This design comes from an exercise in tuning for small area and a short achievable clock period on the open sky130 flow, not from production work. Where RTL was checked, it was by simulation tests only, not by an equivalence proof against the original. No functional check of the RTL was part of runs 2 to 5. Power is estimated from default activity; no workload was simulated.

$ cat design/flow/run.sh
#!/bin/bash
# synth_recipe.tcl (not shown) runs the flow's synth.tcl, then flattens the netlist and writes it again
# the make line also repeats each setting of config.mk as NAME=value (left out here)
make -C /OpenROAD-flow-scripts/flow DESIGN_CONFIG=/design/flow/config.mk WORK_HOME=/design/flow/orfs CLKGATE_MAP_FILE= SYNTH_SCRIPT=/design/flow/synth_recipe.tcl finish
$ cat design/flow/config.mk
export PLATFORM = sky130hd
export DESIGN_NAME = dualPortRAM
export DESIGN_NICKNAME = dualPortRAM
export VERILOG_FILES = /design/flow/design.v
export SDC_FILE = /design/flow/constraint.sdc
export NUM_CORES = 4
export LEC_CHECK = 0
export CAP_MARGIN = 20
export CORE_MARGIN = 2
export CORE_UTILIZATION = 40
export SLEW_MARGIN = 20
$ cat design/flow/constraint.sdc
create_clock -name core_clock -period 3.6 [get_ports {clk}]
set_input_delay 0.7200 -clock core_clock [delete_from_list [all_inputs] [get_ports {clk}]]
set_output_delay 0.7200 -clock core_clock [all_outputs]
set_load 0.01 [all_outputs]
$ cat design/flow/design.v
`timescale 1ns / 1ps
module dualPortRAM(clk,rst,wr_en,rd_en,din,wr_add,rd_add,dout);
	input clk,rst;
	input wr_en, rd_en;
	input [5:0] wr_add,rd_add;
	input [7:0] din;
	output reg [7:0] dout;
	reg [7:0] ram [63:0];
	integer i;
	always@(posedge clk or posedge rst)begin
		if(rst)begin
			for(i=0;i<64;i=i+1)begin
				ram[i] <= 8'd0;
			end
			dout <=8'd0;
		end
		else begin
			if(wr_en)begin
				ram[wr_add] <= din;
			end
			if(rd_en)begin
				dout <= ram[rd_add];
			end
		end
	end
endmodule
==> run summary, run 1 <==
Setup path:
- The reg-to-reg setup timing slack is 1.28 ns.
- On the worst path, the slowest cell contributes a delay of 0.73 ns.
- The worst reg-to-reg path cell count is 6.
- Traced cell by cell, the critical path runs through clkdlybuf4s50_1 -> buf_4 -> and2_2 -> buf_12 -> and2_1 -> buf_4 -> a22oi_1 -> nand4_1 -> nor4b_1 -> a21oi_1.
- STA puts the critical path data arrival time at 3.95 ns.
- In this run the critical register-to-register path is captured at dout[0].
- The worst setup path is captured at a register.
- Data on the critical path is required at its endpoint by 4.09 ns.
- STA classifies the critical path startpoint as a primary input.
- The origin of the critical flop-to-flop path is ram[46][0].
- The largest driver fanout on the critical path is 14.
- The type of the worst setup path is in -> reg.
- The slowest stage of the critical path is the sky130_fd_sc_hd__nor4b_1 cell.
- The cell occurring most often along the worst timing path is sky130_fd_sc_hd__buf_4.

Clocking:
- The total setup buffers inserted after CTS is 0.
- The clock insertion delay at the later pin of the skew report is 0.63 ns.
- Clock-pin slew was measured on the worst setup and hold paths at about 0.06 ns.
- The H-tree generated during clock tree synthesis spans 2 levels.
- The number of buffers added by the clock tree synthesis step is between 50 and 60.
- The number of buffers between clock root and the deepest sink is 3.
- The clock tree from TritonCTS is yes.
- The clock net in this run drives a total of 520 sinks.
- Clock tree synthesis selected as its root buffer the cell sky130_fd_sc_hd__clkbuf_16.
- The number of gates given a new drive strength after cts is 0.
- The number of buffers inserted by hold repair at cts is 0.

Die:
- The number of rows in the core area is slightly below 90.
- The die boundary width is 248 um.
- Measured along the y axis, the die boundary spans 248 um.
- The number of placed I/O pins is 32.
- The initial utilization of the core area, before any placement, comes to 40.4%.
- The placeable core area is between 50000 and 60000 um^2.
- The die covers 61400 um^2.

STA:
- The sum of negative setup slack is 0 ns.
- The final setup violation count is 0.
- The worst clock skew is roughly 0.023 ns.
- The post-layout minimum cycle time is 3.47 ns.
- The max-slew violation count came to 0.
- The maximum achievable frequency is 289 MHz.
- For the pin with the worst max-slew slack, the measured transition is 1.06 ns.
- Setup repair after global routing left no endpoint under its margin.
- The headroom to the max-slew limit is around 30%.
- On the final layout, the worst hold slack is 0.488 ns.
- The number of hold-slack violations in the final timing report came to 0.
- Dividing the final minimum period by the clock period gives 96.3%.

Route:
- The routed layout has 18300 vias.
- The first detailed-routing pass took 6 iterations.
- The DRC violation count after routing is 0.
- The remaining antenna violation count after routing is 0.
- Dividing the detail-routed wire length by the instance count gives 35.6 um.
- Using the TritonRoute via totals, the vias-per-cell ratio works out to 6.52.
- After detailed routing, the wire length on met1 is 39900 um.
- Wire segments on met3 add up to 10600 um in the final route.
- The routed design has 99900 um of wire.
- The detailed router used layers up to and including met5.
- The number of violations reported at the end of detailed-routing iteration 0 is 2399.
- The routed design uses 42700 um of met2 wire.

Power and ir drop:
- The static leakage power is 13.1 nW.
- The power density relative to cell area is between 500 and 600 nW/um^2.
- IR analysis of the VDD net gives a maximum drop of 0.434 mV.

Synth:
- The number of distinct library cell variants in the gate-level netlist after synthesis is 60.
- For this run, the leading register cell type out of synthesis is sky130_fd_sc_hd__dfrtp_1.
- The number of nets handed over by synthesis was 1875.
- In the post-synthesis netlist, the biggest area contributors are sky130_fd_sc_hd__dfrtp_1 55%, sky130_fd_sc_hd__mux2_2 25%, sky130_fd_sc_hd__nand3_1 3.0%.
- After synthesis the cells add up to 23800 um^2.
- The sequential-to-total area share from yosys stat is a little over half.
- The dominant cell type by area after synthesis is sky130_fd_sc_hd__dfrtp_1.
- The number of warnings reported in the yosys synthesis log is 2.
- In the synthesized netlist, the number of instances is 1851.
- The average cell area after synthesis is approximately 13 um^2.
- The fraction of synthesized cell area taken by the top area cell type is 54.7%.
- Counting flops and latches in the post-synthesis netlist gives 520.
- Of all flip-flops after synthesis, the portion carrying an async set or reset was 100%.
- The number of flops mapped to enable cells by yosys is 0.

Run:
- The max capacitance violation total is 0.

Cells and area:
- The filler cells instantiated in the layout total 5205.
- The number of nets in the layout is 2013.
- The number of diodes is 0.
- In the final layout, the share of cells above drive strength 1 is 42.5%.
- Registers take around 13000 um^2.
- Summing all multi-input logic gate instances after layout gives 10200 um^2.
- The layout-stage area growth over the synthesis result is 18.8%.

Hold path:
- The tightest min-delay check is of the in -> async type.

Global route:
- The overall track demand over capacity in global routing is 32.9%.
- The first global-routing pass estimated approximately 140000 um of wire.
- The overall overflow remaining after global route is 0.
- The initial antenna violation count is 3.
- The largest net degree at the start of global routing is between 100 and 150.
- The via count of the first global-routing pass came to 18100.

Placed design:
- Port buffering added 31 buffers.
- The final weighted congestion in routability-driven placement is approximately 1.1.
- Once detailed placement completed, the half-perimeter wirelength came to about 70000 um.

Outcome:
- The flow ran to the end and the layout has no timing, DRC or antenna violations.
==> how the worst max path moves through the flow <==
stage	startpoint	end	slack, ns	cells past startpoint
6_report	rd_add[5]	dout[6]	0.13	10
5_1_grt	rd_add[5]	dout[6]	0.20	10
4_1_cts	rd_add[5]	dout[6]	0.31	10
3_5_place_dp	rd_add[5]	dout[6]	-0.34	10
3_3_place_gp	rd_add[5]	dout[6]	-0.35	10
2_1_floorplan	rst	dout[0]	-4.18	1
==> critical path: cells and delay by family <==
kind,cells,cell delay (ns)
AO/OA/AOI/OAI,2,0.56
AND/OR/NAND/NOR,4,1.61
buffers and inverters,4,1.02
==> registers in the layout (all words and copies together) (netlist names) <==
register and cells:
dout 8, ram 512
==> layer usage <==
layer | global-route usage [%] | up-vias
li1 | - | 7244
met1 | 44.2 | 9549
met2 | 48.4 | 1183
met3 | 8.78 | 310
met4 | 18.1 | 6
met5 | 0 | -
==> layout make-up <==
cell class | instances | area share, %
clock buffers | 76 | 5.55
clock inverters | 26 | 1.16
inverters | 1 | 0.0266
multi-input cells | 1166 | 36.0
flip-flops and latches | 520 | 46.1
well taps | 773 | 3.42
repair buffers | 244 | 7.81
==> where the power goes <==
| group | internal [mW] | leakage (nW) | switching (mW) |
|---|---|---|---|
| clock | 3.55 | 0.927 | 2.50 |
| combinational | 0.812 | 5.32 | 0.810 |
| sequential | 6.62 | 6.90 | 0.525 |
| total | 11.0 | 13.1 | 3.84 |
==> metrics by stage <==
stage / util, % / power, mW / instance area [um^2] / cells / setup slack [ns]
floorplan: - / 8.07 / 23800 / 1851 / -4.18
global placement: 44.7 / 8.75 / 26400 / 2704 / -0.354
detailed placement: 44.7 / 8.81 / 26400 / 2704 / -0.338
CTS: 48.0 / 14.8 / 28200 / 2806 / 0.307
global route: 48.0 / 15.3 / 28200 / 2806 / 0.201
finish: 48.0 / 14.8 / 28200 / 2806 / 0.135
==> cells in the final DEF, fill, tap and decap left out, types with 5 or more instances in the layout <==
| cell type | n |
|---|---|
| sky130_fd_sc_hd__and2_0 | 6 |
| sky130_fd_sc_hd__buf_2 | 8 |
| sky130_fd_sc_hd__a21oi_1 | 11 |
| sky130_fd_sc_hd__and2_1 | 18 |
| sky130_fd_sc_hd__a22oi_1 | 28 |
| sky130_fd_sc_hd__a22o_1 | 18 |
| sky130_fd_sc_hd__mux2_2 | 521 |
| sky130_fd_sc_hd__nand3_1 | 143 |
| sky130_fd_sc_hd__clkinvlp_4 | 5 |
| sky130_fd_sc_hd__a31oi_1 | 31 |
| sky130_fd_sc_hd__nand2b_1 | 6 |
| sky130_fd_sc_hd__bufinv_16 | 7 |
| sky130_fd_sc_hd__clkbuf_1 | 12 |
| sky130_fd_sc_hd__clkbuf_8 | 7 |
| sky130_fd_sc_hd__nor3_1 | 10 |
| sky130_fd_sc_hd__and3_1 | 39 |
| sky130_fd_sc_hd__a32o_1 | 11 |
| sky130_fd_sc_hd__or4_1 | 5 |
| sky130_fd_sc_hd__nor2_1 | 22 |
| sky130_fd_sc_hd__buf_12 | 27 |
| sky130_fd_sc_hd__nand4_1 | 57 |
| sky130_fd_sc_hd__o22ai_1 | 8 |
| sky130_fd_sc_hd__nor4_1 | 14 |
| sky130_fd_sc_hd__buf_4 | 186 |
| sky130_fd_sc_hd__or2_2 | 5 |
| sky130_fd_sc_hd__nor2_2 | 8 |
| sky130_fd_sc_hd__dfrtp_1 | 520 |
| sky130_fd_sc_hd__clkdlybuf4s50_1 | 23 |
| sky130_fd_sc_hd__clkinv_2 | 12 |
| sky130_fd_sc_hd__clkbuf_16 | 57 |
| sky130_fd_sc_hd__nand2_1 | 55 |
| sky130_fd_sc_hd__a32oi_1 | 78 |
| sky130_fd_sc_hd__mux2i_1 | 9 |
| sky130_fd_sc_hd__and4_1 | 7 |
==> Yosys cell counts (9+ instances only) <==
master	count
sky130_fd_sc_hd__buf_2	30
sky130_fd_sc_hd__nand4_1	57
sky130_fd_sc_hd__nor2_1	23
sky130_fd_sc_hd__a31oi_1	31
sky130_fd_sc_hd__and2_1	19
sky130_fd_sc_hd__nor3_1	10
sky130_fd_sc_hd__nor4_1	14
sky130_fd_sc_hd__mux2_2	521
sky130_fd_sc_hd__a32oi_1	78
sky130_fd_sc_hd__clkbuf_1	107
sky130_fd_sc_hd__a22oi_1	28
sky130_fd_sc_hd__dfrtp_1	520
sky130_fd_sc_hd__nand2_1	55
sky130_fd_sc_hd__a32o_1	11
sky130_fd_sc_hd__nand3_1	143
sky130_fd_sc_hd__a21oi_1	11
sky130_fd_sc_hd__and3_1	39
sky130_fd_sc_hd__a22o_1	18
sky130_fd_sc_hd__mux2i_1	9
sky130_fd_sc_hd__buf_1	17
==> logic make-up after synthesis <==
family	Yosys count	synth area share, %
buffers and inverters	165	3.06
muxes	530	25.0
DFF	520	54.7
AOI/OAI and AO/OA	204	6.78
and+or+nand+nor	432	10.4
==> inputs of run 2 (changes only) <==
==> design/flow/design.v (replaced) <==
`timescale 1ns / 1ps
module dualPortRAM(clk,rst,wr_en,rd_en,din,wr_add,rd_add,dout);
	input clk,rst;
	input wr_en, rd_en;
	input [5:0] wr_add,rd_add;
	input [7:0] din;
	output reg [7:0] dout;
	reg [7:0] ram [63:0];
	reg [63:0] valid;
	wire [7:0] whi_n, wlo_n;
	wire [63:0] we;
	wire [7:0] rhi, rlo;
	wire [63:0] rsel;
	wire rd_en_n;
	genvar g, b, t;
	generate
		for (g = 0; g < 8; g = g + 1) begin : pre
			dp_dec4n #(.K(g)) u_whi (.en(wr_en), .a(wr_add[5:3]), .y(whi_n[g]));
			dp_dec3n #(.K(g)) u_wlo (.a(wr_add[2:0]), .y(wlo_n[g]));
			dp_dec4 #(.K(g)) u_rhi (.en(rd_en), .a(rd_add[5:3]), .y(rhi[g]));
			dp_dec3 #(.K(g)) u_rlo (.a(rd_add[2:0]), .y(rlo[g]));
		end
		for (g = 0; g < 64; g = g + 1) begin : row
			dp_nor2 u_we (.a(whi_n[g/8]), .b(wlo_n[g%8]), .y(we[g]));
			dp_and3 u_rs (.a(rhi[g/8]), .b(rlo[g%8]), .c(valid[g]), .y(rsel[g]));
			always @(posedge clk)
				if (we[g]) ram[g] <= din;
			always @(posedge clk or posedge rst)
				if (rst) valid[g] <= 1'b0;
				else valid[g] <= valid[g] | we[g];
		end
	endgenerate
	dp_inv u_rdn (.a(rd_en), .y(rd_en_n));
	wire [7:0] rdata;
	generate
		for (b = 0; b < 8; b = b + 1) begin : col
			wire [65:0] s, d;
			wire [21:0] n;
			wire [5:0] o;
			wire [1:0] m;
			for (t = 0; t < 64; t = t + 1) begin : term
				assign s[t] = rsel[t];
				assign d[t] = ram[t][b];
			end
			assign s[64] = rd_en_n;
			assign d[64] = dout[b];
			assign s[65] = 1'b0;
			assign d[65] = 1'b0;
			for (t = 0; t < 21; t = t + 1) begin : ao
				dp_a222oi u (.a1(s[3*t]), .a2(d[3*t]), .b1(s[3*t+1]), .b2(d[3*t+1]),
				             .c1(s[3*t+2]), .c2(d[3*t+2]), .y(n[t]));
			end
			dp_a22oi u_last (.a1(s[63]), .a2(d[63]), .b1(s[64]), .b2(d[64]), .y(n[21]));
			dp_nand4 u_o0 (.a(n[0]),  .b(n[1]),  .c(n[2]),  .d(n[3]),  .y(o[0]));
			dp_nand4 u_o1 (.a(n[4]),  .b(n[5]),  .c(n[6]),  .d(n[7]),  .y(o[1]));
			dp_nand4 u_o2 (.a(n[8]),  .b(n[9]),  .c(n[10]), .d(n[11]), .y(o[2]));
			dp_nand4 u_o3 (.a(n[12]), .b(n[13]), .c(n[14]), .d(n[15]), .y(o[3]));
			dp_nand3 u_o4 (.a(n[16]), .b(n[17]), .c(n[18]), .y(o[4]));
			dp_nand3 u_o5 (.a(n[19]), .b(n[20]), .c(n[21]), .y(o[5]));
			dp_nor3 u_m0 (.a(o[0]), .b(o[1]), .c(o[2]), .y(m[0]));
			dp_nor3 u_m1 (.a(o[3]), .b(o[4]), .c(o[5]), .y(m[1]));
			dp_nand2 u_f (.a(m[0]), .b(m[1]), .y(rdata[b]));
		end
	endgenerate
	always @(posedge clk or posedge rst)
		if (rst) dout <= 8'd0;
		else dout <= rdata;
endmodule
module dp_dec4n #(parameter K = 0) (input en, input [2:0] a, output y);
	assign y = ~(en & (a == K));
endmodule
module dp_dec3n #(parameter K = 0) (input [2:0] a, output y);
	assign y = ~(a == K);
endmodule
module dp_dec4 #(parameter K = 0) (input en, input [2:0] a, output y);
	assign y = en & (a == K);
endmodule
module dp_dec3 #(parameter K = 0) (input [2:0] a, output y);
	assign y = (a == K);
endmodule
module dp_inv(input a, output y);
	assign y = ~a;
endmodule
module dp_nor2(input a, b, output y);
	assign y = ~(a | b);
endmodule
module dp_nand2(input a, b, output y);
	assign y = ~(a & b);
endmodule
module dp_nand3(input a, b, c, output y);
	assign y = ~(a & b & c);
endmodule
module dp_nand4(input a, b, c, d, output y);
	assign y = ~(a & b & c & d);
endmodule
module dp_nor3(input a, b, c, output y);
	assign y = ~(a | b | c);
endmodule
module dp_and3(input a, b, c, output y);
	assign y = a & b & c;
endmodule
module dp_a22oi(input a1, a2, b1, b2, output y);
	assign y = ~((a1 & a2) | (b1 & b2));
endmodule
module dp_a222oi(input a1, a2, b1, b2, c1, c2, output y);
	assign y = ~((a1 & a2) | (b1 & b2) | (c1 & c2));
endmodule
--- a/design/flow/config.mk
+++ b/design/flow/config.mk
@@ -11 +11,2 @@
 export SLEW_MARGIN = 20
+export SYNTH_HIERARCHICAL = 1
==> run summary, run 2 <==
Outcome:
- The run finished with no timing, DRC or antenna violations.

Synth:
- The number of flops mapped to enable cells by yosys was 512 (+512).
- The fraction of synthesized cell area taken by the top area cell type is 73.8% (+19 points).
- The dominant cell type by area after synthesis is sky130_fd_sc_hd__edfxtp_1.
- The cell area after technology mapping was 20800 um^2 (-12%).
- The gate count after technology mapping is 1066 (-42%).
- The sequential-to-total area share from yosys stat was 82.4% (+28 points).
- The average cell area after synthesis is 19.6 um^2 (+52%).
- For this run, the leading register cell type out of synthesis is sky130_fd_sc_hd__edfxtp_1.
- The number of distinct library cell variants in the gate-level netlist after synthesis is 25 (-58%).
- The async set or reset register ratio after synthesis is 12.3% (-88 points).
- The commonest cells after synthesis are 512 x sky130_fd_sc_hd__edfxtp_1, 168 x sky130_fd_sc_hd__a222oi_1, 72 x sky130_fd_sc_hd__dfrtp_1.
- The number of warnings reported in the yosys synthesis log is 8 (+6).
- The net count after synthesis is 1090 (-42%).
- The leading cell type by number of instances after synthesis is sky130_fd_sc_hd__edfxtp_1.
- In the post-synthesis netlist, the biggest area contributors are sky130_fd_sc_hd__edfxtp_1 74%, sky130_fd_sc_hd__dfrtp_1 8.6%, sky130_fd_sc_hd__a222oi_1 8.1%.
- The count of state elements after synthesis was 584 (+12%).

Die:
- The die boundary width is 232 um (-6.3%).
- The number of placed I/O pins is 32 (unchanged).
- The placeable core area came to 51400 um^2 (-13%).
- The area enclosed by the die boundary is 54000 um^2 (-12%).
- The number of rows in the core area is 83 (-6.7%).
- The starting density of the core is 40.6% (+0.18 points).
- The height of the die is 232 um (-6.3%).

Setup path:
- The largest driver fanout on the critical path is 8 (-6).
- The worst register-to-register path ends at dout[2].
- The reg-to-reg setup timing slack was 1.28 ns (about the same).
- The required time at the endpoint of the critical path came to 4.08 ns (about the same).
- The worst setup path is of the in -> reg kind.
- The worst register-to-register path begins at valid[6].
- The arrival time reported for the critical path endpoint is 3.69 ns (-0.26 ns).
- The kind of start point of the critical path is a primary input.
- The worst reg-to-reg path cell count is 5 (-1).
- The worst setup path is captured at a register.

Cells and area:
- The layout-stage area growth over the synthesis result is 17.6%.
- Leaving out fill and tap cells, the most frequent cell in the layout is sky130_fd_sc_hd__edfxtp_1.
- The library cells used most frequently in the layout, excluding fill and tap cells, are 512 x sky130_fd_sc_hd__edfxtp_1, 168 x sky130_fd_sc_hd__a222oi_1, 105 x sky130_fd_sc_hd__buf_4.
- The number of fillers in the final layout is 4329 (-17%).
- The post-route cell area was 24500 um^2 (-13%).
- The core utilization of the finished layout is 47.7% (-0.27 points).
- The number of diodes is 0 (unchanged).
- In the final layout, the registers with the most flip-flops are ram (512), valid (64), dout (8).
- The number of nets in the layout was 1277 (-37%).
- The share of layout cells above drive strength 1 is 17.6% (-25 points).
- The flip-flop count of the largest register, all copies and words added is 512 (unchanged).
- The largest register by flop count is ram.

STA:
- The transition time at the pin with the least slew margin is 0.770 ns (-0.287 ns).
- The final setup violation count is 0 (unchanged).
- The fraction of the cycle the final worst path needs was 89.2% (-7.0 points).
- The post-layout minimum cycle time is 3.21 ns (-0.253 ns).
- The headroom to the max-slew limit was 48.5% (+19 points).
- The worst clock skew is 0.0185 ns (-0.00460 ns).
- The max-slew violation count is 0 (unchanged).
- The number of hold-slack violations in the final timing report is 0 (unchanged).
- The maximum achievable frequency is 311 MHz (+7.9%).
- Setup repair after global routing left no endpoint under its margin.

Placed design:
- The placement-stage cell area is 22700 um^2 (-14%).
- The number of port buffers is 31 (unchanged).
- The final weighted congestion in routability-driven placement is 0.868 (-20%).
- The total half-perimeter wirelength after legalization and detailed placement is 34400 um (-51%).

Hold path:
- The min-delay analysis places its worst path in the category reg -> reg.
- The start point of the worst hold path is valid[5].
- The instance count along the most critical hold path is 1.
- The sink of the worst hold path is valid[5].

Route:
- The number of violations reported at the end of detailed-routing iteration 0 is 1825 (-24%).
- The DRC violation count after routing is 0 (unchanged).
- The remaining antenna violation count after routing came to 0 (unchanged).
- The per-cell via count in the routed design came to 5.96 (-8.6%).
- The routed wire length came to 53300 um (-47%).
- The number of detailed-routing iterations run before antenna repair is 8 (+2).
- The via total after detailed routing is 11800 (-36%).
- The per-cell routed wire length was 26.9 um (-24%).

Global route:
- The initial antenna violation count is 1 (-2).
- The global-route wire length before repair came to 78900 um (-44%).
- The overall overflow remaining after global route came to 0 (unchanged).
- The largest net degree at the start of global routing is 65 (-37%).
- The overall track demand over capacity in global routing is 20.0% (-13 points).
- The via count of the first global-routing pass is 11800 (-35%).

Clocking:
- The number of buffers added by the clock tree synthesis step is 57 (+1.8%).
- TritonCTS built the clock tree.
- The clock sink count came to 584 (+12%).
- The clock transition time at the flip-flop clock pins of the worst setup and hold paths was 0.06 ns (about the same).
- The cell sitting at the root of the clock tree is a sky130_fd_sc_hd__clkbuf_16.
- The number of buffers between clock root and the deepest sink is 3 (unchanged).
- The number of buffers inserted by hold repair at cts is 0 (unchanged).
- The maximum level of the CTS H-tree came to 2 (unchanged).
- The number of gates given a new drive strength after cts is 0 (unchanged).
- The clock insertion delay at the later pin of the skew report is 0.61 ns (-0.02 ns).
- The total setup buffers inserted after CTS is 0 (unchanged).

Power and ir drop:
- The power density relative to cell area is 564 nW/um^2 (+7.5%).
- The total chip power was 13.8 mW (-6.7%).
- The maximum resistive drop on vdd is 0.377 mV (-13%).
- The static leakage power is 8.48 nW (-36%).

Run:
- The max capacitance violation total is 0 (unchanged).
-- run 2: area by class of cell --
class | instances | area (um^2) | share of cell area (%)
clock buffers | 76 | 1540 | 6.27
clock inverters | 31 | 250 | 1.02
inverters | 2 | 8.76 | 0.0357
multi-input cells | 472 | 3600 | 14.7
flip-flops and latches | 584 | 17200 | 70.1
well taps | 680 | 851 | 3.47
repair buffers | 136 | 1090 | 4.44
-- run 2: where the power goes --
| part | total [mW] | switching (mW) | internal [mW] |
|---|---|---|---|
| clock network | 5.68 | 2.46 | 3.22 |
| logic | 0.479 | 0.309 | 0.171 |
| registers | 7.66 | 0.0996 | 7.56 |
-- run 2: kinds of logic after synthesis --
logic type	count (synthesis)	synth area share [%]
AO/OA/AOI/OAI	176	8.55
buffers and inverters	10	0.324
AND/OR/NAND/NOR	296	8.73
flip-flops	584	82.4
-- run 2: worst max-delay path by stage --
stage	from	slack [ns]	endpoint
2_1_floorplan	rst	1.06	dout[0]
3_3_place_gp	rd_add[2]	-0.18	dout[2]
3_5_place_dp	rd_add[2]	-0.21	dout[2]
4_1_cts	rd_add[2]	0.44	dout[2]
5_1_grt	rd_add[2]	0.35	dout[2]
6_report	rd_add[0]	0.39	dout[2]
-- run 2: per-stage QoR --
stage | std cells | TNS, ns | hold slack [ns] | setup WS (ns)
finish | 1981 | 0 | 0.456 | 0.388
global route | 1981 | 0 | 0.461 | 0.351
CTS | 1980 | 0 | 0.456 | 0.436
detailed placement | 1873 | -0.841 | 0.440 | -0.211
global placement | 1873 | -0.637 | 0.438 | -0.183
floorplan | 1066 | 0 | 0.424 | 1.06
-- run 2: metal layers --
layer	vias to the layer above	track usage, %	part of all wire [%]
met5	-	0	0
met4	0	7.03	3.1
met3	84	2.95	7.8
met2	543	30.3	45
met1	6119	29.4	44
li1	5052	-	-
-- run 2: Yosys stat by module, one instance, submodules excluded, a selection --
module	flops+latches	cells inside	area [um^2]
dp_nand4	0	1	6.26
dp_nor2	0	1	3.75
dualPortRAM	584	657	17600
dp_and3	0	1	6.26
dp_a222oi	0	1	10.0
dp_nand3	0	1	5.00
dp_nor3	0	1	10.0
dp_nand2	0	1	3.75
dp_inv	0	1	3.75
-- run 2: worst max-delay path, cell delays in order --
cell                              delay, ns
sky130_fd_sc_hd__clkdlybuf4s50_1       0.65
sky130_fd_sc_hd__and3b_1               0.36
sky130_fd_sc_hd__buf_4                 0.22
sky130_fd_sc_hd__and3_1                0.26
sky130_fd_sc_hd__a222oi_1              0.58
sky130_fd_sc_hd__nand4_1               0.33
sky130_fd_sc_hd__nor3_2                0.47
sky130_fd_sc_hd__nand2_1               0.09
==> inputs of run 3 (changes only) <==
--- a/design/flow/config.mk
+++ b/design/flow/config.mk
@@ -10,2 +10,3 @@
 export CORE_UTILIZATION = 40
+export SETUP_SLACK_MARGIN = 1.5
 export SLEW_MARGIN = 20
==> run summary, run 3 <==
Synth:
- The number of distinct library cell variants in the gate-level netlist after synthesis is 25 (unchanged).
- The average cell area after synthesis came to 19.6 um^2 (unchanged).
- By count the netlist is led by 512 x sky130_fd_sc_hd__edfxtp_1, 168 x sky130_fd_sc_hd__a222oi_1, 72 x sky130_fd_sc_hd__dfrtp_1.
- The sequential-to-total area share from yosys stat is 82.4% (unchanged).
- The most instantiated flip-flop cell in the synthesis netlist is sky130_fd_sc_hd__edfxtp_1.
- By area, the combinational part of the netlist is dominated by simple AND/OR/NAND/NOR gates.
- The fraction of synthesized cell area in xor and xnor cells is 0% (unchanged).
- The count of state elements after synthesis came to 584 (unchanged).
- The area share of fa/ha/maj cells after synthesis is 0% (unchanged).
- The net count after synthesis is 1090 (unchanged).
- The fraction of synthesized cell area taken by the top area cell type is 73.8% (unchanged).
- The mux cell area share after synthesis is 0% (unchanged).
- The leading cell type by number of instances after synthesis is sky130_fd_sc_hd__edfxtp_1.
- The gate count after technology mapping is 1066 (unchanged).
- The number of flops mapped to enable cells by yosys is 512 (unchanged).
- sky130_fd_sc_hd__edfxtp_1 takes more of the synthesized area than any other cell.
- The area share of and/or/nand/nor cells after synthesis is 8.73% (unchanged).
- In the post-synthesis netlist, the biggest area contributors are sky130_fd_sc_hd__edfxtp_1 74%, sky130_fd_sc_hd__dfrtp_1 8.6%, sky130_fd_sc_hd__a222oi_1 8.1%.
- The complex-gate fraction of the synthesized area was 8.55% (unchanged).
- The cell area after technology mapping is 20800 um^2 (unchanged).
- The number of warnings reported in the yosys synthesis log came to 8 (unchanged).
- The async set or reset register ratio after synthesis came to 12.3% (unchanged).

STA:
- The headroom to the max-slew limit is 34.2% (-14 points).
- The transition time at the pin with the least slew margin is 0.988 ns (+0.218 ns).
- The final setup violation count came to 0 (unchanged).
- The worst setup margin was 1.25 ns (+0.858 ns).
- The worst hold slack after final layout was 0.339 ns (-0.117 ns).
- The fraction of the cycle the final worst path needs was 65.4% (-24 points).
- Setup repair after global routing could not meet its margin everywhere.
- The worst clock skew came to 0.0114 ns (-0.00705 ns).
- The post-layout minimum cycle time is 2.35 ns (-0.858 ns).
- The maximum achievable frequency is 425 MHz (+36%).
- The sum of negative setup slack is 0 ns (unchanged).
- The max-slew violation count came to 0 (unchanged).
- The number of hold-slack violations in the final timing report is 0 (unchanged).

Clocking:
- The maximum level of the CTS H-tree was 2 (unchanged).
- The clock sink count is 584 (unchanged).
- The number of buffers inserted by hold repair at cts is 0 (unchanged).
- The master cell of the clock root buffer is sky130_fd_sc_hd__clkbuf_16.
- The number of buffers between clock root and the deepest sink is 3 (unchanged).
- The clock insertion delay at the later pin of the skew report came to 0.60 ns (about the same).
- The clock tree from TritonCTS is yes.
- The number of buffers added by the clock tree synthesis step is 56 (-1.8%).
- The clock transition time at the flip-flop clock pins of the worst setup and hold paths was 0.06 ns (about the same).

Die:
- The placeable core area came to 51400 um^2 (unchanged).
- The die boundary width is 232 um (unchanged).
- The number of placed I/O pins is 32 (unchanged).
- The number of rows in the core area was 83 (unchanged).
- The starting density of the core is 40.6% (unchanged).
- The height of the die is 232 um (unchanged).
- The area enclosed by the die boundary came to 54000 um^2 (unchanged).

Setup path:
- The largest driver fanout on the critical path is 5 (-3).
- The origin of the critical flop-to-flop path is valid[26].
- The critical register-to-register path endpoint is dout[4].
- STA classifies the critical path startpoint as a primary input.
- STA classifies the critical path endpoint as a register.
- The type of the worst setup path is in -> reg.
- The worst reg-to-reg path cell count came to 6 (+1).
- The arrival time reported for the critical path endpoint is 2.82 ns (-0.87 ns).
- The required time at the endpoint of the critical path is 4.07 ns (about the same).
- The reg-to-reg setup timing slack is 1.42 ns (+0.14 ns).

Hold path:
- The worst hold path terminates at ram[51][5].
- The start point of the worst hold path is din[5].
- The instance count along the most critical hold path came to 1 (unchanged).
- The worst min-delay path category is in -> reg.

Cells and area:
- The final cell count without fillers is 2007 (+1.3%).
- In the layout the commonest cells are 512 x sky130_fd_sc_hd__edfxtp_1, 168 x sky130_fd_sc_hd__a222oi_1, 118 x sky130_fd_sc_hd__buf_4.
- The layout-stage area growth over the synthesis result is 19.9%.
- The post-route cell area came to 25000 um^2 (+2.0%).
- The largest register by flop count is ram.
- The flip-flop count of the largest register, all copies and words added is 512 (unchanged).
- The largest registers in the layout are ram (512), valid (64), dout (8).
- The number of fillers in the final layout is 4266 (-1.5%).
- The share of layout cells above drive strength 1 came to 23.0% (+5.4 points).
- The number of nets in the layout came to 1305 (+2.2%).
- The most common cell after layout, fill and taps aside is sky130_fd_sc_hd__edfxtp_1.

Placed design:
- The final weighted congestion in routability-driven placement came to 0.815 (-6.1%).
- The post-placement setup slack was -0.170 ns (+0.0415 ns).
- The placement-stage cell area is 22800 um^2 (+0.24%).
- The cell count after placement was 1877 (+0.21%).
- The number of port buffers is 31 (unchanged).
- The total half-perimeter wirelength after legalization and detailed placement is 35000 um (+1.7%).

Run:
- The max capacitance violation total is 0 (unchanged).

Power and ir drop:
- The power density relative to cell area is 547 nW/um^2 (-2.9%).
- The static leakage power was 8.70 nW (+2.7%).
- The maximum resistive drop on vdd was 0.362 mV (-3.9%).

Route:
- The number of violations reported at the end of detailed-routing iteration 0 is 1821 (-0.22%).
- The via total after detailed routing is 11900 (+0.75%).
- The per-cell via count in the routed design was 5.92 (-0.56%).
- The remaining antenna violation count after routing was 0 (unchanged).
- The routed wire length is 54400 um (+2.0%).
- The number of detailed-routing iterations run before antenna repair came to 7 (-1).
- The per-cell routed wire length is 27.1 um (+0.68%).
- The DRC violation count after routing is 0 (unchanged).

Global route:
- The overall overflow remaining after global route is 0 (unchanged).
- The global-route wire length before repair came to 80200 um (+1.7%).
- The largest net degree at the start of global routing is 65 (unchanged).
- The overall track demand over capacity in global routing is 20.4% (+0.46 points).
- The via count of the first global-routing pass was 12000 (+1.6%).
- The initial antenna violation count is 2 (+1).

Outcome:
- The flow ran to the end and the layout has no timing, DRC or antenna violations.
-- run 3: cell types whose count changed in the layout (fill, tap and decap cells not counted), sizes merged, moves of 2 or more --
cell and delta:
clkdlybuf4s50 -20, clkinv -6, clkdlybuf4s15 +2, buf +35, dlymetal6s2s +4, bufinv -2
dlygate4sd2 +7, clkbuf +4
-- run 3: what timing repair did --
item	CTS	global route
buffers inserted	24	1
gates resized for setup	143	8
endpoints found under the setup margin	187	217
pin swaps	79	29
gates cloned	1	0
-- run 3: layer usage --
metal  global-route usage, %  vias up  part of all wire, %
li1                        -     5110                    -
met1                    27.6     6180                   41
met2                    33.3      496                   49
met3                    3.29      100                  6.8
met4                    7.75        0                  3.2
met5                       0        -                    0
-- run 3: worst max-delay path by stage --
stage	cells after the start	startpoint	slack, ns	end
detailed placement	8	rd_add[0]	-0.17	dout[4]
CTS	8	rd_add[1]	1.34	dout[4]
finish	8	rd_en	1.25	dout[4]
global route	8	rd_add[1]	1.27	dout[4]
floorplan	2	wr_add[4]	1.44	ram[0][0]
global placement	8	rd_add[1]	-0.11	dout[6]
-- run 3: cell type report --
cell class | count | area (um^2) | share of cell area (%)
sequential | 584 | 17200 | 68.7
multi-input combinational | 472 | 3810 | 15.2
clock buffer | 80 | 1570 | 6.29
timing repair buffer | 165 | 1440 | 5.75
tap | 680 | 851 | 3.40
clock inverter | 23 | 134 | 0.536
inverter | 2 | 11.3 | 0.0450
antenna | 1 | 2.50 | 0.0100
-- run 3: power by group --
group	switching [mW]	internal, mW
combinational	0.323	0.196
clock	2.41	3.09
sequential	0.101	7.56
total	2.83	10.9
-- run 3: stage by stage --
| step | total power, mW | utilization [%] |
|---|---|---|
| finish | 13.7 | 48.6 |
| global route | 14.1 | 48.6 |
| CTS | 13.8 | 48.5 |
| detailed placement | 8.28 | 44.3 |
| global placement | 8.26 | 44.3 |
| floorplan | 7.96 | - |
-- run 3: modules after synthesis (local to each module, per instance), a selection --
module | flops+latches | cells inside | area, um^2
dp_inv | 0 | 1 | 3.75
dp_nand3 | 0 | 1 | 5.00
dp_nor3 | 0 | 1 | 10.0
dp_and3 | 0 | 1 | 6.26
dp_a22oi | 0 | 1 | 12.5
dp_nor2 | 0 | 1 | 3.75
dp_a222oi | 0 | 1 | 10.0
dualPortRAM | 584 | 657 | 17600
dp_nand2 | 0 | 1 | 3.75
dp_nand4 | 0 | 1 | 6.26
-- run 3: worst max-delay path, stage by stage --
cell and delay [ns]:
sky130_fd_sc_hd__buf_8 0.10, sky130_fd_sc_hd__and4b_2 0.31, sky130_fd_sc_hd__and3_4 0.20, sky130_fd_sc_hd__buf_4 0.13, sky130_fd_sc_hd__a222oi_1 0.54, sky130_fd_sc_hd__nand4_1 0.33, sky130_fd_sc_hd__nor3_4 0.36, sky130_fd_sc_hd__nand2_1 0.11
-- run 3: logic make-up (layout without fill, tap and decap cells) --
family	after synthesis	in the layout
simple gates	296	296
other cells	0	1
buf+inv	10	270
flops	584	584
compound gates	176	176
==> inputs of run 4 (changes only) <==
--- a/design/flow/config.mk
+++ b/design/flow/config.mk
@@ -10,2 +10,3 @@
 export CORE_UTILIZATION = 40
+export CTS_BUF_LIST = sky130_fd_sc_hd__clkbuf_4 sky130_fd_sc_hd__clkbuf_8
 export SETUP_SLACK_MARGIN = 1.5
==> run summary, run 4 <==
Outcome:
- The flow ran to the end and the layout has no timing, DRC or antenna violations.

STA:
- The worst setup margin is 1.32 ns (+0.0777 ns).
- The worst clock skew is 0.0418 ns (+0.0304 ns).
- The number of hold-slack violations in the final timing report is 0 (unchanged).
- The final setup violation count is 0 (unchanged).
- The transition time at the pin with the least slew margin is 0.948 ns (-0.0396 ns).
- The max-slew violation count was 0 (unchanged).
- The post-layout minimum cycle time is 2.28 ns (-0.0777 ns).
- The fraction of the cycle the final worst path needs is 63.2% (-2.2 points).
- Setup repair after global routing could not meet its margin everywhere.
- The maximum achievable frequency is 439 MHz (+3.4%).
- The headroom to the max-slew limit is 36.8% (+2.6 points).

Synth:
- The number of warnings reported in the yosys synthesis log is 8 (unchanged).
- The number of flops mapped to enable cells by yosys was 512 (unchanged).
- The number of distinct library cell variants in the gate-level netlist after synthesis is 25 (unchanged).
- The dominant cell type by area after synthesis is sky130_fd_sc_hd__edfxtp_1.
- The leading cell type by number of instances after synthesis is sky130_fd_sc_hd__edfxtp_1.
- The gate count after technology mapping is 1066 (unchanged).
- The net count after synthesis is 1090 (unchanged).
- The cell area after technology mapping is 20800 um^2 (unchanged).
- The count of state elements after synthesis is 584 (unchanged).
- The fraction of synthesized cell area taken by the top area cell type came to 73.8% (unchanged).
- In the post-synthesis netlist, the biggest area contributors are sky130_fd_sc_hd__edfxtp_1 74%, sky130_fd_sc_hd__dfrtp_1 8.6%, sky130_fd_sc_hd__a222oi_1 8.1%.
- The average cell area after synthesis is 19.6 um^2 (unchanged).
- The async set or reset register ratio after synthesis was 12.3% (unchanged).
- The sequential-to-total area share from yosys stat is 82.4% (unchanged).
- Ranked by instance count, the synthesized netlist is headed by 512 x sky130_fd_sc_hd__edfxtp_1, 168 x sky130_fd_sc_hd__a222oi_1, 72 x sky130_fd_sc_hd__dfrtp_1.
- In the synthesized netlist the dominant register cell turns out to be sky130_fd_sc_hd__edfxtp_1.

Route:
- The remaining antenna violation count after routing is 0 (unchanged).
- The DRC violation count after routing is 0 (unchanged).
- The per-cell routed wire length is 26.6 um (-1.8%).
- The number of detailed-routing iterations run before antenna repair is 9 (+2).
- The via total after detailed routing is 12100 (+2.1%).
- The number of violations reported at the end of detailed-routing iteration 0 is 1846 (+1.4%).
- The routed wire length is 55100 um (+1.4%).
- The per-cell via count in the routed design is 5.86 (-1.0%).

Setup path:
- The arrival time reported for the critical path endpoint is 2.84 ns (+0.02 ns).
- On the critical path, the stage with the largest delay is an instance of sky130_fd_sc_hd__a222oi_1.
- The stage delay of the slowest cell on the critical path is 0.52 ns (-0.02 ns).
- The kind of start point of the critical path is a primary input.
- The critical path is of the in -> reg type.
- The worst setup path is captured at a register.
- The required time at the endpoint of the critical path is 4.16 ns (+0.09 ns).
- The largest driver fanout on the critical path came to 9 (+4).
- The total buffers and inverters traversed by the critical path is 2 (unchanged).
- In this design, the largest share of critical-path delay is due to simple AND/OR/NAND/NOR gates.
- Traced cell by cell, the critical path runs through buf_6 -> and4b_2 -> and3_4 -> buf_4 -> a222oi_1 -> nand4_1 -> nor3_4 -> nand2_1.
- The reg-to-reg setup timing slack came to 1.41 ns (about the same).

Clocking:
- The number of buffers added by the clock tree synthesis step was 92 (+64%).
- The clock insertion delay at the later pin of the skew report is 0.70 ns (+0.10 ns).
- The number of buffers inserted by hold repair at cts came to 0 (unchanged).
- The clock tree from TritonCTS is yes.
- The number of buffers between clock root and the deepest sink is 3 (unchanged).
- The clock transition time at the flip-flop clock pins of the worst setup and hold paths is 0.06 ns (about the same).
- Clock tree synthesis selected as its root buffer the cell sky130_fd_sc_hd__clkbuf_8.
- The clock sink count is 584 (unchanged).
- The maximum level of the CTS H-tree was 3 (+1).

Cells and area:
- The share of layout cells above drive strength 1 is 28.6% (+5.6 points).
- The top cell types in the final layout, fill and taps aside, are 512 x sky130_fd_sc_hd__edfxtp_1, 168 x sky130_fd_sc_hd__a222oi_1, 119 x sky130_fd_sc_hd__buf_4.
- The number of diodes came to 0 (-1).
- The core utilization of the finished layout was 48.7% (+0.073 points).
- The flip-flop count of the largest register, all copies and words added was 512 (unchanged).
- The largest registers in the layout are ram (512), valid (64), dout (8).
- From synthesis to final layout, the design area changed by 20.1%.
- The most common cell after layout, fill and taps aside is sky130_fd_sc_hd__edfxtp_1.
- The register with the most flip-flops in the final layout is ram.
- The number of nets in the layout is 1336 (+2.4%).

Global route:
- The overall track demand over capacity in global routing is 20.7% (+0.28 points).
- The overall overflow remaining after global route is 0 (unchanged).
- The via count of the first global-routing pass is 12300 (+2.7%).
- The initial antenna violation count came to 2 (unchanged).
- The global-route wire length before repair is 80800 um (+0.84%).
- The largest net degree at the start of global routing is 65 (unchanged).

Power and ir drop:
- The static leakage power came to 8.77 nW (+0.77%).
- The power density relative to cell area is 552 nW/um^2 (+0.82%).
- The maximum resistive drop on vdd is 0.240 mV (-34%).
- The total chip power is 13.8 mW (+0.97%).

Die:
- The starting density of the core is 40.6% (unchanged).
- The area enclosed by the die boundary was 54000 um^2 (unchanged).
- The die boundary width was 232 um (unchanged).
- The number of rows in the core area is 83 (unchanged).
- The placeable core area was 51400 um^2 (unchanged).
- The number of placed I/O pins is 32 (unchanged).
- The height of the die is 232 um (unchanged).

Placed design:
- The post-placement setup slack is -0.170 ns (unchanged).
- The total half-perimeter wirelength after legalization and detailed placement is 35000 um (unchanged).
- The final weighted congestion in routability-driven placement was 0.815 (unchanged).
- The number of port buffers is 31 (unchanged).

Run:
- The max capacitance violation total came to 0 (unchanged).

Hold path:
- The worst min-delay path category is in -> reg.
==> run 4: timing repair <==
item,4_1_cts,5_1_grt
gates resized for setup,124,35
pin swaps,25,41
setup buffers,13,8
endpoints found under the setup margin,34,170
==> run 4: power by group <==
part,internal (mW),switching (mW),leakage [nW]
registers,7.57,0.101,5.51
logic,0.187,0.325,2.24
clock network,3.07,2.57,1.02
==> run 4: path summary, 6_finish.rpt <==
path,depth (start not counted),endpoint,from
max,8,dout[4],rd_en
min,1,ram[51][5],din[5]
max reg2reg,6,dout[4],valid[26]
min reg2reg,1,valid[62],valid[62]
max in group asynchronous,3,dout[6],rst
min in group asynchronous,2,valid[23],rst
==> run 4: layer usage <==
metal	track usage [%]	up-vias	part of all wire [%]
li1	-	5188	-
met1	27.2	6317	41
met2	34.0	535	49
met3	4.33	99	7.2
met4	7.53	2	2.7
met5	0	-	0.020
==> run 4: final cells by class <==
cell class | instances | area, um^2
clock buffers | 144 | 1730
fillers | 4263 | 26400
multi-input cells | 472 | 3810
clock inverters | 29 | 166
repair buffers | 160 | 1290
flip-flops and latches | 584 | 17200
inverters | 2 | 11.3
well taps | 680 | 851
==> run 4: worst register-to-register path, delay by kind of cell, from the launching register on <==
kind            cells  cell delay (ns)
simple gates        4             1.03
compound gates      1             0.52
buf+inv             1             0.13
flops               1             0.39
==> run 4: cells by family after synthesis <==
kind of cell / after synthesis / synth area share (%)
flops: 584 / 82.4
compound gates: 176 / 8.55
simple gates: 296 / 8.73
buf+inv: 10 / 0.324
==> run 4: through the flow <==
step	instances	hold slack [ns]	setup TNS [ns]	instance area (um^2)
3_3_place_gp	1877	0.438	-0.325	22800
4_1_cts	2063	0.225	0	24900
5_1_grt	2071	0.252	0	25000
3_5_place_dp	1877	0.440	-0.471	22800
2_1_floorplan	1066	0.424	0	20800
6_report	2071	0.266	0	25000
==> run 4: per-module statistics from Yosys, one instance, submodules excluded, a selection <==
module	cell area, um^2	flops+latches	cells
dualPortRAM	17600	584	657
dp_a22oi	12.5	0	1
dp_a222oi	10.0	0	1
dp_nor3	10.0	0	1
dp_and3	6.26	0	1
dp_nand4	6.26	0	1
dp_nand3	5.00	0	1
dp_inv	3.75	0	1
dp_nand2	3.75	0	1
dp_nor2	3.75	0	1
==> inputs of run 5 (changes only) <==
==> design/flow/design.v (replaced) <==
`timescale 1ns / 1ps
module dualPortRAM(clk,rst,wr_en,rd_en,din,wr_add,rd_add,dout);
	input clk,rst;
	input wr_en, rd_en;
	input [5:0] wr_add,rd_add;
	input [7:0] din;
	output reg [7:0] dout;
	reg [7:0] ram [63:0];
	reg [63:0] valid;
	wire [5:0] wa_n, ra_n;
	wire [11:0] wa = {wa_n, wr_add};
	wire [11:0] ra = {ra_n, rd_add};
	wire rd_en_n;
	wire [7:0] whi_n, wlo_n;
	wire [63:0] we;
	wire [7:0] rhi, rlo;
	wire [63:0] rsel;
	genvar g, b, t;
	generate
		for (g = 0; g < 6; g = g + 1) begin : inv
			dp_inv u_wa (.a(wr_add[g]), .y(wa_n[g]));
			dp_inv u_ra (.a(rd_add[g]), .y(ra_n[g]));
		end
		for (g = 0; g < 8; g = g + 1) begin : pre
			dp_nand4 u_whi (.a(wr_en), .b(wa[5 + 6*(1-g/4)]), .c(wa[4 + 6*(1-(g/2)%2)]),
			                .d(wa[3 + 6*(1-g%2)]), .y(whi_n[g]));
			dp_nand3 u_wlo (.a(wa[2 + 6*(1-g/4)]), .b(wa[1 + 6*(1-(g/2)%2)]),
			                .c(wa[0 + 6*(1-g%2)]), .y(wlo_n[g]));
			dp_and4 u_rhi (.a(rd_en), .b(ra[5 + 6*(1-g/4)]), .c(ra[4 + 6*(1-(g/2)%2)]),
			               .d(ra[3 + 6*(1-g%2)]), .y(rhi[g]));
			dp_and3 u_rlo (.a(ra[2 + 6*(1-g/4)]), .b(ra[1 + 6*(1-(g/2)%2)]),
			               .c(ra[0 + 6*(1-g%2)]), .y(rlo[g]));
		end
		for (g = 0; g < 64; g = g + 1) begin : row
			dp_nor2 u_we (.a(whi_n[g/8]), .b(wlo_n[g%8]), .y(we[g]));
			dp_and3 u_rs (.a(rhi[g/8]), .b(rlo[g%8]), .c(valid[g]), .y(rsel[g]));
			always @(posedge clk)
				if (we[g]) ram[g] <= din;
			always @(posedge clk or posedge rst)
				if (rst) valid[g] <= 1'b0;
				else valid[g] <= valid[g] | we[g];
		end
	endgenerate
	dp_inv u_rdn (.a(rd_en), .y(rd_en_n));
	wire [7:0] rdata;
	generate
		for (b = 0; b < 8; b = b + 1) begin : col
			wire [31:0] n;
			wire [8:0] o;
			wire [2:0] m;
			for (t = 0; t < 32; t = t + 1) begin : ao
				dp_a22oi u (.a1(rsel[2*t]), .a2(ram[2*t][b]), .b1(rsel[2*t+1]), .b2(ram[2*t+1][b]),
				             .y(n[t]));
			end
			for (t = 0; t < 8; t = t + 1) begin : o4
				dp_nand4 u (.a(n[4*t]), .b(n[4*t+1]), .c(n[4*t+2]), .d(n[4*t+3]), .y(o[t]));
			end
			dp_and2 u_hold (.a(rd_en_n), .b(dout[b]), .y(o[8]));
			for (t = 0; t < 3; t = t + 1) begin : m3
				dp_nor3 u (.a(o[3*t]), .b(o[3*t+1]), .c(o[3*t+2]), .y(m[t]));
			end
			dp_nand3 u_f (.a(m[0]), .b(m[1]), .c(m[2]), .y(rdata[b]));
		end
	endgenerate
	always @(posedge clk or posedge rst)
		if (rst) dout <= 8'd0;
		else dout <= rdata;
endmodule
module dp_inv(input a, output y);
	assign y = ~a;
endmodule
module dp_nor2(input a, b, output y);
	assign y = ~(a | b);
endmodule
module dp_and2(input a, b, output y);
	assign y = a & b;
endmodule
module dp_nand3(input a, b, c, output y);
	assign y = ~(a & b & c);
endmodule
module dp_nand4(input a, b, c, d, output y);
	assign y = ~(a & b & c & d);
endmodule
module dp_nor3(input a, b, c, output y);
	assign y = ~(a | b | c);
endmodule
module dp_and3(input a, b, c, output y);
	assign y = a & b & c;
endmodule
module dp_and4(input a, b, c, d, output y);
	assign y = a & b & c & d;
endmodule
module dp_a22oi(input a1, a2, b1, b2, output y);
	assign y = ~((a1 & a2) | (b1 & b2));
endmodule
--- a/design/flow/config.mk
+++ b/design/flow/config.mk
@@ -10,3 +10,2 @@
 export CORE_UTILIZATION = 40
-export CTS_BUF_LIST = sky130_fd_sc_hd__clkbuf_4 sky130_fd_sc_hd__clkbuf_8
 export SETUP_SLACK_MARGIN = 1.5
==> run summary, run 5 <==
STA:
- The final setup violation count is 0 (unchanged).
- Setup repair after global routing could not meet its margin everywhere.
- The worst setup margin was 1.34 ns (+0.0165 ns).
- The sum of negative setup slack is 0 ns (unchanged).
- The maximum achievable frequency came to 442 MHz (+0.73%).
- The max-slew violation count is 0 (unchanged).
- The post-layout minimum cycle time is 2.26 ns (-0.0165 ns).
- The worst clock skew is 0.0191 ns (-0.0227 ns).
- The number of hold-slack violations in the final timing report is 0 (unchanged).
- The fraction of the cycle the final worst path needs was 62.8% (-0.46 points).
- The headroom to the max-slew limit is 45.8% (+9.0 points).
- The worst hold slack after final layout is 0.360 ns (+0.0933 ns).
- The transition time at the pin with the least slew margin was 0.813 ns (-0.135 ns).

Placed design:
- The final weighted congestion in routability-driven placement is 0.849 (+4.2%).
- The cell count after placement is 2049 (+9.2%).
- The number of port buffers was 31 (unchanged).
- The total half-perimeter wirelength after legalization and detailed placement came to 37800 um (+8.0%).
- The post-placement setup slack was 0.0661 ns (+0.236 ns).
- The placement-stage cell area is 24300 um^2 (+6.8%).

Synth:
- Yosys instantiated no cell more often than sky130_fd_sc_hd__edfxtp_1.
- The fraction of synthesized cell area taken by the top area cell type is 68.6% (-5.2 points).
- The sequential-to-total area share from yosys stat is 76.6% (-5.8 points).
- The number of warnings reported in the yosys synthesis log came to 9 (+1).
- The async set or reset register ratio after synthesis was 12.3% (unchanged).
- The count of state elements after synthesis is 584 (unchanged).
- Sorting the synthesized cells by area gives the leading types as sky130_fd_sc_hd__edfxtp_1 69%, sky130_fd_sc_hd__a22oi_2 14%, sky130_fd_sc_hd__dfrtp_1 8.0%.
- The net count after synthesis is 1206 (+11%).
- The dominant cell type by area after synthesis is sky130_fd_sc_hd__edfxtp_1.
- By count the netlist is led by 512 x sky130_fd_sc_hd__edfxtp_1, 256 x sky130_fd_sc_hd__a22oi_2, 72 x sky130_fd_sc_hd__and3_1, 72 x sky130_fd_sc_hd__dfrtp_1, 72 x sky130_fd_sc_hd__nand4_1.
- The number of flops mapped to enable cells by yosys came to 512 (unchanged).
- The average cell area after synthesis is 19.0 um^2 (-3.0%).
- The most instantiated flip-flop cell in the synthesis netlist is sky130_fd_sc_hd__edfxtp_1.
- The cell area after technology mapping came to 22400 um^2 (+7.5%).
- The number of distinct library cell variants in the gate-level netlist after synthesis is 12 (-52%).
- The gate count after technology mapping came to 1182 (+11%).

Setup path:
- The stage delay of the slowest cell on the critical path is 0.57 ns (+0.05 ns).
- The largest driver fanout on the critical path is 7 (-2).
- The signal on the critical path passes through clkdlybuf4s50_1 -> inv_1 -> nand3_1 -> buf_4 -> nor2_1 -> buf_4.
- The endpoint of the worst setup timing path is ram[28][5].
- The origin of the critical flop-to-flop path is valid[28].
- The arrival time reported for the critical path endpoint is 2.59 ns (-0.25 ns).
- The worst reg-to-reg path cell count is 5 (-1).
- In this run the worst setup path begins at wr_add[0].
- The worst setup path is launched from a primary input.
- On the critical path the largest part of the delay comes from buffers and inverters.
- The critical register-to-register path endpoint is dout[5].
- The cell occurring most often along the worst timing path is sky130_fd_sc_hd__buf_4.
- The worst setup path is captured at a register.
- The total buffers and inverters traversed by the critical path came to 4 (+2).
- The instance count on the critical path is 6 (-2).
- The critical path is of the in -> reg type.
- The reg-to-reg setup timing slack is 1.72 ns (+0.31 ns).
- The required time at the endpoint of the critical path is 3.93 ns (-0.23 ns).
- The highest-delay cell along the critical path is sky130_fd_sc_hd__clkdlybuf4s50_1.

Power and ir drop:
- The power density relative to cell area came to 520 nW/um^2 (-5.7%).
- The static leakage power is 8.65 nW (-1.3%).
- The total chip power is 13.9 mW (+0.59%).
- The maximum resistive drop on vdd was 0.383 mV (+60%).

Cells and area:
- The largest register by flop count is ram.
- Leaving out fill and tap cells, the most frequent cell in the layout is sky130_fd_sc_hd__edfxtp_1.
- The share of layout cells above drive strength 1 is 41.2% (+13 points).
- The final cell count without fillers is 2188 (+5.6%).
- The largest registers in the layout are ram (512), valid (64), dout (8).
- The flip-flop count of the largest register, all copies and words added is 512 (unchanged).
- From synthesis to final layout, the design area changed by 19.2%.
- The combined flip-flop and latch cell area came to 17200 um^2 (about the same).
- The post-route cell area is 26700 um^2 (+6.7%).
- The number of nets in the layout is 1415 (+5.9%).
- The number of fillers in the final layout is 4550 (+6.7%).
- Leaving out fill and tap cells, the most frequent cells in the layout are 512 x sky130_fd_sc_hd__edfxtp_1, 256 x sky130_fd_sc_hd__a22oi_2, 116 x sky130_fd_sc_hd__buf_4.
- The footprint of the multi-input gates came to 5600 um^2 (+47%).
- The core utilization of the finished layout is 48.4% (-0.31 points).
- The number of diodes was 0 (unchanged).

Die:
- The number of rows in the core area is 86 (+3.6%).
- The die boundary width is 241 um (+3.6%).
- The area enclosed by the die boundary is 57900 um^2 (+7.4%).
- The placeable core area is 55200 um^2 (+7.4%).
- The number of placed I/O pins came to 32 (unchanged).
- The starting density of the core is 40.6% (+0.055 points).
- The height of the die is 241 um (+3.6%).

Run:
- The max capacitance violation total is 0 (unchanged).

Clocking:
- The number of buffers between clock root and the deepest sink came to 3 (unchanged).
- The clock transition time at the flip-flop clock pins of the worst setup and hold paths is 0.06 ns (about the same).
- The number of buffers added by the clock tree synthesis step is 57 (-38%).
- The clock insertion delay at the later pin of the skew report is 0.62 ns (-0.08 ns).
- The clock sink count is 584 (unchanged).
- The tree is rooted in a sky130_fd_sc_hd__clkbuf_16.
- The clock tree from TritonCTS is yes.
- The maximum level of the CTS H-tree is 2 (-1).
- The number of buffers inserted by hold repair at cts is 0 (unchanged).

Route:
- The per-cell via count in the routed design is 5.60 (-4.5%).
- The number of violations reported at the end of detailed-routing iteration 0 is 1170 (-37%).
- The number of detailed-routing iterations run before antenna repair is 5 (-4).
- The via total after detailed routing was 12300 (+0.94%).
- The remaining antenna violation count after routing is 0 (unchanged).
- The routed wire length is 57400 um (+4.2%).
- The per-cell routed wire length is 26.2 um (-1.4%).
- The DRC violation count after routing is 0 (unchanged).

Global route:
- The overall track demand over capacity in global routing is 20.0% (-0.66 points).
- The overall overflow remaining after global route is 0 (unchanged).
- The largest net degree at the start of global routing is 65 (unchanged).
- The global-route wire length before repair was 83700 um (+3.6%).
- The initial antenna violation count is 1 (-1).
- The via count of the first global-routing pass is 12300 (-0.24%).

Outcome:
- The run finished with no timing, DRC or antenna violations.

Hold path:
- The worst min-delay path category is in -> reg.
==> run 5: changes by cell type after synthesis, moves of 7 or more <==
| cell | change |
|---|---|
| sky130_fd_sc_hd__nor3_2 | +7 |
| sky130_fd_sc_hd__nand2_1 | -8 |
| sky130_fd_sc_hd__a222oi_1 | -168 |
| sky130_fd_sc_hd__inv_1 | +12 |
| sky130_fd_sc_hd__a22oi_2 | +248 |
| sky130_fd_sc_hd__and3_1 | +7 |
| sky130_fd_sc_hd__buf_4 | -8 |
| sky130_fd_sc_hd__and4_1 | +7 |
| sky130_fd_sc_hd__nand4_1 | +39 |
| sky130_fd_sc_hd__and2_1 | +8 |
==> run 5: layout make-up <==
| type | instances | area share [%] |
|---|---|---|
| sequential | 584 | 64.3 |
| multi-input combinational | 584 | 21.0 |
| clock buffer | 77 | 5.77 |
| timing repair buffer | 150 | 4.29 |
| tap | 748 | 3.50 |
| clock inverter | 31 | 0.927 |
| inverter | 14 | 0.211 |
==> run 5: how the worst min path moves through the flow <==
| stage | end | slack [ns] | from | cells past startpoint |
|---|---|---|---|---|
| 5_1_grt | ram[17][1] | 0.35 | din[1] | 1 |
| 2_1_floorplan | valid[0] | 0.42 | valid[0] | 1 |
| 4_1_cts | ram[17][1] | 0.33 | din[1] | 1 |
| 6_report | ram[17][1] | 0.36 | din[1] | 1 |
| 3_5_place_dp | valid[26] | 0.44 | valid[26] | 1 |
| 3_3_place_gp | valid[14] | 0.44 | valid[14] | 1 |
==> run 5: metal layers <==
| layer | up-vias | share of wire, % | GRT usage (%) |
|---|---|---|---|
| li1 | 5335 | - | - |
| met3 | 71 | 6.7 | 3.85 |
| met2 | 458 | 47 | 31.8 |
| met4 | 0 | 1.9 | 4.72 |
| met5 | - | 0 | 0 |
| met1 | 6391 | 44 | 28.7 |
==> run 5: logic make-up after synthesis <==
group,share of synthesized area [%]
simple gates,8.84
compound gates,14.3
buf+inv,0.234
flops,76.6
==> run 5: worst reg2reg max path: cells and delay by family, from the launching register on <==
kind / cells / cell delay [ns]
AOI/OAI and AO/OA: 1 / 0.22
and+or+nand+nor: 4 / 1.13
DFF: 1 / 0.38
==> run 5: what timing repair did <==
item,4_1_cts,5_1_grt
buffers inserted,4,27
resized for setup,178,32
cloned,0,0
setup endpoints to repair,200,371
pin swaps,21,14
==> run 5: power breakdown <==
part           total (mW)  leakage (nW)  internal [mW]  switching (mW)
clock                5.72         0.884           3.22            2.50
sequential           7.68          5.51           7.56           0.116
combinational       0.497          2.26          0.167           0.330
total                13.9          8.65           11.0            2.94
==> run 5: Yosys stat by module (local to each module, per instance) <==
module	cell area [um^2]	cells	copies in the design	flops+latches
dualPortRAM	17600	649	1	584
dp_a22oi	12.5	1	256	0
dp_nor3	10.0	1	24	0
dp_and4	8.76	1	8	0
dp_and2	6.26	1	8	0
dp_and3	6.26	1	72	0
dp_nand4	6.26	1	72	0
dp_nand3	5.00	1	16	0
dp_inv	3.75	1	13	0
dp_nor2	3.75	1	64	0
==> inputs of run 6 (changes only) <==
--- a/design/flow/design.v
+++ b/design/flow/design.v
@@ -47,17 +47,11 @@
 		for (b = 0; b < 8; b = b + 1) begin : col
-			wire [31:0] n;
-			wire [8:0] o;
-			wire [2:0] m;
-			for (t = 0; t < 32; t = t + 1) begin : ao
-				dp_a22oi u (.a1(rsel[2*t]), .a2(ram[2*t][b]), .b1(rsel[2*t+1]), .b2(ram[2*t+1][b]),
-				             .y(n[t]));
+			wire [63:0] d;
+			wire [7:0] o;
+			for (t = 0; t < 64; t = t + 1) begin : dd
+				assign d[t] = ram[t][b];
 			end
-			for (t = 0; t < 8; t = t + 1) begin : o4
-				dp_nand4 u (.a(n[4*t]), .b(n[4*t+1]), .c(n[4*t+2]), .d(n[4*t+3]), .y(o[t]));
+			for (t = 0; t < 8; t = t + 1) begin : grp
+				dp_or8 u (.s(rsel[8*t+7:8*t]), .d(d[8*t+7:8*t]), .y(o[t]));
 			end
-			dp_and2 u_hold (.a(rd_en_n), .b(dout[b]), .y(o[8]));
-			for (t = 0; t < 3; t = t + 1) begin : m3
-				dp_nor3 u (.a(o[3*t]), .b(o[3*t+1]), .c(o[3*t+2]), .y(m[t]));
-			end
-			dp_nand3 u_f (.a(m[0]), .b(m[1]), .c(m[2]), .y(rdata[b]));
+			dp_fin u_f (.o(o), .h(rd_en_n), .e(dout[b]), .y(rdata[b]));
 		end
@@ -74,5 +68,2 @@
 endmodule
-module dp_and2(input a, b, output y);
-	assign y = a & b;
-endmodule
 module dp_nand3(input a, b, c, output y);
@@ -82,5 +73,2 @@
 	assign y = ~(a & b & c & d);
-endmodule
-module dp_nor3(input a, b, c, output y);
-	assign y = ~(a | b | c);
 endmodule
@@ -92,4 +80,7 @@
 endmodule
-module dp_a22oi(input a1, a2, b1, b2, output y);
-	assign y = ~((a1 & a2) | (b1 & b2));
+module dp_or8(input [7:0] s, input [7:0] d, output y);
+	assign y = |(s & d);
 endmodule
+module dp_fin(input [7:0] o, input h, input e, output y);
+	assign y = (|o) | (h & e);
+endmodule
==> run summary, run 6 <==
Route:
- The per-cell via count in the routed design is 5.80 (+3.5%).
- The DRC violation count after routing came to 0 (unchanged).
- The via total after detailed routing is 12200 (-0.72%).
- The number of violations reported at the end of detailed-routing iteration 0 is 1180 (+0.85%).

Clocking:
- The number of buffers added by the clock tree synthesis step is 57 (unchanged).
- The maximum level of the CTS H-tree is 2 (unchanged).
- TritonCTS built the clock tree.
- The clock sink count is 584 (unchanged).
- The number of buffers between clock root and the deepest sink is 3 (unchanged).
- The clock transition time at the flip-flop clock pins of the worst setup and hold paths is 0.06 ns (about the same).
- The number of buffers inserted by hold repair at cts is 0 (unchanged).

Placed design:
- The final weighted congestion in routability-driven placement is 0.846 (-0.41%).
- The post-placement setup slack is -0.218 ns (-0.285 ns).
- The placement-stage cell area is 22800 um^2 (-6.1%).
- The total half-perimeter wirelength after legalization and detailed placement came to 36100 um (-4.3%).

Synth:
- The gate count after technology mapping is 1174 (-0.68%).
- The async set or reset register ratio after synthesis is 12.3% (unchanged).
- The complex-gate fraction of the synthesized area is 9.16% (-5.1 points).
- The number of distinct library cell variants in the gate-level netlist after synthesis was 12 (unchanged).
- The fraction of synthesized cell area in xor and xnor cells is 0% (unchanged).
- The mux cell area share after synthesis is 0% (unchanged).
- The area share of fa/ha/maj cells after synthesis is 0% (unchanged).
- Sorting the synthesized cells by area gives the leading types as sky130_fd_sc_hd__edfxtp_1 73%, sky130_fd_sc_hd__a22oi_1 9.2%, sky130_fd_sc_hd__dfrtp_1 8.6%.
- The dominant cell type by area after synthesis is sky130_fd_sc_hd__edfxtp_1.
- The cell area after technology mapping came to 21000 um^2 (-6.4%).
- The combinational family with the most area after synthesis is compound AO/OA/AOI/OAI gates.
- The sequential-to-total area share from yosys stat came to 81.9% (+5.3 points).
- The fraction of synthesized cell area taken by the top area cell type is 73.3% (+4.7 points).
- The most instantiated flip-flop cell in the synthesis netlist is sky130_fd_sc_hd__edfxtp_1.
- The number of flops mapped to enable cells by yosys is 512 (unchanged).
- The number of warnings reported in the yosys synthesis log is 8 (-1).

Setup path:
- The worst setup path is launched from a primary input.
- The arrival time reported for the critical path endpoint was 2.48 ns (-0.11 ns).
- The critical path in this run is classified as in -> reg.
- The largest driver fanout on the critical path is 8 (+1).
- The worst reg-to-reg path cell count is 5 (unchanged).
- The required time at the endpoint of the critical path is 3.91 ns (-0.02 ns).

STA:
- The max-slew violation count is 0 (unchanged).
- Setup repair after global routing could not meet its margin everywhere.
- The number of hold-slack violations in the final timing report is 0 (unchanged).
- The headroom to the max-slew limit is 25.7% (-20 points).
- The post-layout minimum cycle time is 2.17 ns (-0.0859 ns).
- The worst clock skew is 0.0155 ns (-0.00360 ns).
- The fraction of the cycle the final worst path needs came to 60.4% (-2.4 points).
- The worst setup margin was 1.43 ns (+0.0859 ns).
- The final setup violation count came to 0 (unchanged).
- The transition time at the pin with the least slew margin is 1.12 ns (+0.302 ns).

Outcome:
- The run finished with no timing, DRC or antenna violations.

Global route:
- The overall overflow remaining after global route came to 0 (unchanged).
- The global-route wire length before repair is 81100 um (-3.1%).
- The initial antenna violation count was 0 (-1).
- The largest net degree at the start of global routing was 49 (-25%).
- The overall track demand over capacity in global routing is 20.5% (+0.42 points).
- The via count of the first global-routing pass came to 12200 (-0.86%).

Cells and area:
- The number of fillers in the final layout was 4230 (-7.0%).
- The number of nets in the layout is 1396 (-1.3%).
- The flip-flop count of the largest register, all copies and words added is 512 (unchanged).
- ram holds more flip-flops than any other register.
- The library cell used most frequently in the layout, excluding fill and tap cells, is sky130_fd_sc_hd__edfxtp_1.
- The number of diodes is 0 (unchanged).

Power and ir drop:
- The static leakage power is 8.52 nW (-1.5%).
- The total chip power was 14.2 mW (+1.8%).
- The maximum resistive drop on vdd is 0.433 mV (+13%).
- The power density relative to cell area is 555 nW/um^2 (+6.7%).

Die:
- The die boundary width came to 233 um (-3.2%).
- The height of the die was 233 um (-3.2%).
- The placeable core area is 51600 um^2 (-6.5%).
- The number of rows in the core area is 83 (-3.5%).

Hold path:
- The instance count along the most critical hold path is 1 (unchanged).
- In this run the worst hold path is classified as reg -> reg.

Run:
- The max capacitance violation total is 0 (unchanged).
run 6: cell count changes after synthesis, sizes merged:
cell	change
nor3	-24
nor4	+16
and2	-8
nand2	+8
run 6: per-stage QoR:
step	utilization [%]	hold slack, ns	instances	TNS, ns
after detailed placement	44.2	0.440	1976	-0.535
after global routing	49.4	0.475	2098	0
after global placement	44.1	0.438	1974	-0.450
after CTS	49.1	0.461	2089	0
after floorplan	-	0.424	1174	0
final	49.4	0.462	2098	0
run 6: worst paths after layout:
check	from	end	slack, ns
max	wr_add[0]	ram[62][5]	1.43
min	valid[45]	valid[45]	0.46
max reg2reg	valid[8]	dout[2]	1.64
min reg2reg	valid[45]	valid[45]	0.46
max in group asynchronous	rst	valid[37]	2.25
min in group asynchronous	rst	valid[9]	0.55
run 6: modules after synthesis (local to each module, per instance), excerpt:
module | flops+latches | copies in the design | cells inside | cell area (um^2)
dp_nor2 | 0 | 64 | 1 | 3.75
dp_fin | 0 | 8 | 4 | 21.3
dualPortRAM | 584 | 1 | 649 | 17600
dp_nand3 | 0 | 8 | 1 | 5.00
dp_nand4 | 0 | 8 | 1 | 6.26
dp_and3 | 0 | 72 | 1 | 6.26
run 6: critical path: stages:
cell	delay, ns
sky130_fd_sc_hd__clkdlybuf4s50_1	0.55
sky130_fd_sc_hd__inv_1	0.21
sky130_fd_sc_hd__nand3_1	0.50
sky130_fd_sc_hd__nor2_1	0.29
sky130_fd_sc_hd__buf_4	0.21
run 6: area by class of cell:
cell class	count	area (um^2)	share of cell area (%)
Clock buffer	77	1560	6.13
Clock inverter	28	317	1.24
Inverter	14	58.8	0.231
Multi-Input combinational cell	576	4430	17.4
Sequential cell	584	17200	67.4
Tap cell	680	851	3.34
Timing Repair Buffer	139	1080	4.26
run 6: where the power goes:
part           total, mW  switching, mW  internal [mW]
clock               6.00           2.47           3.53
sequential          7.68          0.111           7.56
combinational      0.482          0.317          0.164
run 6: logic make-up after synthesis:
group,after synthesis
AND/OR/NAND/NOR,320
AO/OA/AOI/OAI,256
buffers and inverters,14
flip-flops,584
run 6: per-layer routing:
| layer | GRT usage, % | wire length (um) | share of wire, % |
|---|---|---|---|
| met1 | 29.3 | 23600 | 43 |
| met2 | 32.3 | 25700 | 47 |
| met3 | 3.00 | 3750 | 6.9 |
| met4 | 6.49 | 1460 | 2.7 |
| met5 | 0 | 0 | 0 |
run 6: repair_timing:
item | CTS | global route
setup endpoints to repair | 38 | 218
pin swaps | 58 | 23
setup buffers | 8 | 9
resized for setup | 246 | 22
